This design comes from an exercise in tuning for small area, a short achievable clock period and few clock cycles per item on the open sky130 flow, not from production work. Where RTL was checked, it was by simulation tests only, not by an equivalence proof against the original.

Setup of the baseline:
Design divider, start of the top module:
module divider #
(
    parameter N = 32
)
(
    input wire [N-1:0] dividend,
    input wire [N-1:0] divisor,
    input wire start,
    input wire rst,
    input wire clk,
    output wire [N-1:0] quotient,
    output wire [N-1:0] remainder,
    output wire done
);
make LEC_CHECK=0 ABC_AREA=1 CAP_MARGIN=20 CORE_MARGIN=2 CORE_UTILIZATION=60 CTS_CLUSTER_DIAMETER=100 CTS_CLUSTER_SIZE=25 PLACE_DENSITY=0.72 SETUP_SLACK_MARGIN=2.3 SLEW_MARGIN=20 finish   # period 4.5 ns
run.sh (not shown) runs the stock make flow with config.mk's settings and CLKGATE_MAP_FILE= SYNTH_SCRIPT=/design/flow/synth_recipe.tcl, a recipe that flattens the netlist after the stock synthesis.
The baseline did not stop at any stage, and its layout met the timing, DRC and antenna checks.
What the candidate does differently from the baseline at the input level:
--- a/flow/design.v
+++ b/flow/design.v
@@ -30,52 +30,67 @@
     wire [1:0] g1_1, p1_1;
     assign g1_1[0] = g1_0[0];
     assign p1_1[0] = p1_0[0];
     assign g1_1[1] = g1_0[1] | (p1_0[1] & g1_0[0]);
     assign p1_1[1] = p1_0[1] & p1_0[0];
     wire [1:0] bi1 = {g1_1[0:0], 1'b0};
     wire ge1 = ~g1_1[1] & ~|d1[N-1:2];
     wire [1:0] r2 = c1 ^ ({2{ge1}} & (d1[1:0] ^ bi1));
     wire [N-1:0] xq2 = {xq1[N-2:0], ge1};
     wire [N-1:0] d2 = d1;
     wire v2 = v1;
-    wire [2:0] c2 = {r2, xq2[N-1]};
-    wire [2:0] g2_0 = ~c2 & d2[2:0];
-    wire [2:0] p2_0 = ~c2 | d2[2:0];
+    reg [1:0] r2_q;
+    reg [N-1:0] xq2_q;
+    reg [N-1:0] d2_q;
+    reg z2_q;
+    reg v2_q;
+    always @(posedge clk) begin
+        r2_q <= r2;
+        xq2_q <= xq2;
+        d2_q <= d2;
+        z2_q <= ~|d2[N-1:3];
+    end
+    always @(posedge clk, posedge rst) begin
+        if (rst) v2_q <= 1'b0;
+        else v2_q <= v2;
+    end
+    wire [2:0] c2 = {r2_q, xq2_q[N-1]};
+    wire [2:0] g2_0 = ~c2 & d2_q[2:0];
+    wire [2:0] p2_0 = ~c2 | d2_q[2:0];
     wire [2:0] g2_1, p2_1;
     assign g2_1[0] = g2_0[0];
     assign p2_1[0] = p2_0[0];
     assign g2_1[1] = g2_0[1] | (p2_0[1] & g2_0[0]);
     assign p2_1[1] = p2_0[1] & p2_0[0];
     assign g2_1[2] = g2_0[2];
     assign p2_1[2] = p2_0[2];
     wire [2:0] g2_2, p2_2;
     assign g2_2[0] = g2_1[0];
     assign p2_2[0] = p2_1[0];
     assign g2_2[1] = g2_1[1];
     assign p2_2[1] = p2_1[1];
     assign g2_2[2] = g2_1[2];
     assign p2_2[2] = p2_1[2];
     wire [2:0] g2_3, p2_3;
     assign g2_3[0] = g2_2[0];
     assign p2_3[0] = p2_2[0];
     assign g2_3[1] = g2_2[1];
     assign p2_3[1] = p2_2[1];
     assign g2_3[2] = g2_2[2] | (p2_2[2] & g2_2[1]);
     assign p2_3[2] = p2_2[2] & p2_2[1];
     wire [2:0] bi2 = {g2_3[1:0], 1'b0};
-    wire ge2 = ~g2_3[2] & ~|d2[N-1:3];
-    wire [2:0] r3 = c2 ^ ({3{ge2}} & (d2[2:0] ^ bi2));
-    wire [N-1:0] xq3 = {xq2[N-2:0], ge2};
-    wire [N-1:0] d3 = d2;
-    wire v3 = v2;
+    wire ge2 = ~g2_3[2] & z2_q;
+    wire [2:0] r3 = c2 ^ ({3{ge2}} & (d2_q[2:0] ^ bi2));
+    wire [N-1:0] xq3 = {xq2_q[N-2:0], ge2};
+    wire [N-1:0] d3 = d2_q;
+    wire v3 = v2_q;
     reg [2:0] r3_q;
     reg [N-1:0] xq3_q;
     reg [N-1:0] d3_q;
     reg z3_q;
     reg v3_q;
     always @(posedge clk) begin
         r3_q <= r3;
         xq3_q <= xq3;
         d3_q <= d3;
         z3_q <= ~|d3[N-1:4];
     end
### Flow results
- Comparing the baseline with the candidate, the insertion delay of the later-clocked pin in the worst-skew pair came out essentially unchanged.
- Note that the total routed wirelength recorded for the baseline amounts to 0.939 times the value seen in the candidate.
- The candidate vs the baseline — share of final-layout standard cells stronger than drive strength 1 dropped 5.0 points.
- [compare] base=the baseline new=the candidate: fraction of synthesis flops using an asynchronous set or reset pin comparable, met2 demand-to-capacity share in global routing now larger, number of vias per cell after detailed routing comparable.
- The lower design area came out of the baseline.
- Comparing total number of multi-input combinational cells for the baseline and the candidate, the smaller number came from the baseline.
- Compared with the baseline, in the candidate clock-buffer cell count now sits at about the same level, die area now sits higher, number of standard cells in the layout, taps in and fillers out now sits higher.
Testbench counts of the candidate, summed over its fixed seeds: cycles 2,288, items 2,048.
Only the layout flow was run in the baseline; the RTL was not checked for function there.


divider again, from the RTL that the note above started with.
Settings: LEC_CHECK=0, ABC_AREA=1, CAP_MARGIN=20, CORE_MARGIN=2, CORE_UTILIZATION=60, CTS_CLUSTER_DIAMETER=100, CTS_CLUSTER_SIZE=25, SETUP_SLACK_MARGIN=2.3, SLEW_MARGIN=20; clock period 4.5 ns.
==> next run, changes <==
--- a/flow/design.v
+++ b/flow/design.v
@@ -29,54 +29,69 @@
     wire [1:0] p1_0 = ~c1 | d1[1:0];
     wire [1:0] g1_1, p1_1;
     assign g1_1[0] = g1_0[0];
     assign p1_1[0] = p1_0[0];
     assign g1_1[1] = g1_0[1] | (p1_0[1] & g1_0[0]);
     assign p1_1[1] = p1_0[1] & p1_0[0];
     wire [1:0] bi1 = {g1_1[0:0], 1'b0};
     wire ge1 = ~g1_1[1] & ~|d1[N-1:2];
     wire [1:0] r2 = c1 ^ ({2{ge1}} & (d1[1:0] ^ bi1));
     wire [N-1:0] xq2 = {xq1[N-2:0], ge1};
     wire [N-1:0] d2 = d1;
     wire v2 = v1;
-    wire [2:0] c2 = {r2, xq2[N-1]};
-    wire [2:0] g2_0 = ~c2 & d2[2:0];
-    wire [2:0] p2_0 = ~c2 | d2[2:0];
+    reg [1:0] r2_q;
+    reg [N-1:0] xq2_q;
+    reg [N-1:0] d2_q;
+    reg z2_q;
+    reg v2_q;
+    always @(posedge clk) begin
+        r2_q <= r2;
+        xq2_q <= xq2;
+        d2_q <= d2;
+        z2_q <= ~|d2[N-1:3];
+    end
+    always @(posedge clk, posedge rst) begin
+        if (rst) v2_q <= 1'b0;
+        else v2_q <= v2;
+    end
+    wire [2:0] c2 = {r2_q, xq2_q[N-1]};
+    wire [2:0] g2_0 = ~c2 & d2_q[2:0];
+    wire [2:0] p2_0 = ~c2 | d2_q[2:0];
     wire [2:0] g2_1, p2_1;
     assign g2_1[0] = g2_0[0];
     assign p2_1[0] = p2_0[0];
     assign g2_1[1] = g2_0[1] | (p2_0[1] & g2_0[0]);
     assign p2_1[1] = p2_0[1] & p2_0[0];
     assign g2_1[2] = g2_0[2];
     assign p2_1[2] = p2_0[2];
     wire [2:0] g2_2, p2_2;
     assign g2_2[0] = g2_1[0];
     assign p2_2[0] = p2_1[0];
     assign g2_2[1] = g2_1[1];
     assign p2_2[1] = p2_1[1];
     assign g2_2[2] = g2_1[2];
     assign p2_2[2] = p2_1[2];
     wire [2:0] g2_3, p2_3;
     assign g2_3[0] = g2_2[0];
     assign p2_3[0] = p2_2[0];
     assign g2_3[1] = g2_2[1];
     assign p2_3[1] = p2_2[1];
     assign g2_3[2] = g2_2[2] | (p2_2[2] & g2_2[1]);
     assign p2_3[2] = p2_2[2] & p2_2[1];
     wire [2:0] bi2 = {g2_3[1:0], 1'b0};
-    wire ge2 = ~g2_3[2] & ~|d2[N-1:3];
-    wire [2:0] r3 = c2 ^ ({3{ge2}} & (d2[2:0] ^ bi2));
-    wire [N-1:0] xq3 = {xq2[N-2:0], ge2};
-    wire [N-1:0] d3 = d2;
-    wire v3 = v2;
+    wire ge2 = ~g2_3[2] & z2_q;
+    wire [2:0] r3 = c2 ^ ({3{ge2}} & (d2_q[2:0] ^ bi2));
+    wire [N-1:0] xq3 = {xq2_q[N-2:0], ge2};
+    wire [N-1:0] d3 = d2_q;
+    wire v3 = v2_q;
     reg [2:0] r3_q;
     reg [N-1:0] xq3_q;
     reg [N-1:0] d3_q;
     reg z3_q;
     reg v3_q;
     always @(posedge clk) begin
         r3_q <= r3;
         xq3_q <= xq3;
         d3_q <= d3;
         z3_q <= ~|d3[N-1:4];
     end
     always @(posedge clk, posedge rst) begin
Result:
- count of clock-buffer cells in the layout increases by 5
- worst setup slack is better by 0.035 ns
- hold slack is worse by 0.014 ns
- area after synthesis increases by about 4%
- via count increases by about 6%
- final area increases by 1.2%
- non-clock buffer count decreases by 157
- register-to-register slack is better by 0.04 ns
- first-iteration DRC count increases by about 5%
- clock skew increases by 0.0051 ns
Testbench counts after the change, summed over its fixed seeds: cycles 2,288, items 2,048.
Only the layout flow was run in the first run of this note; the RTL was not checked for function there.

port drivers added, routing unchanged:
The results above use ideal ports. As a check the final layouts listed here were re-extracted and re-timed, cells and wires unchanged. Step 1, drivers: a clkbuf_16 drives clk and a buf_2 each remaining input, both assumed. Step 2 times the ports against the registers' clock, not the clock port: input delays grow and output delays shrink by t, the midpoint of the rising clock arrivals with the driver on. a / b / c = ideal / step 1 / step 2; a / b = the first two.
| run | t (ns) | setup WS [ns] | worst setup path at the end | worst register clock-pin slew, ns | cell pins on the clock port's net |
|---|---|---|---|---|---|
| the baseline | 0.820 | 2.314 / 2.260 / 1.627 | input to register | 0.11 / 0.11 | 1 |
| the candidate | 0.838 | 2.321 / 2.243 / 1.665 | input to register | 0.10 / 0.10 | 1 |
| the first run of note 2 | 0.823 | 2.285 / 2.266 / 1.635 | input to register | 0.11 / 0.11 | 1 |
| the second run of note 2 | 0.828 | 2.320 / 2.240 / 1.704 | input to register | 0.10 / 0.10 | 1 |
After both steps setup and hold are still met in every run listed. For the baseline, which loses most, drivers alone change the setup slack by -0.054 ns; drivers and shift together by -0.687 ns.
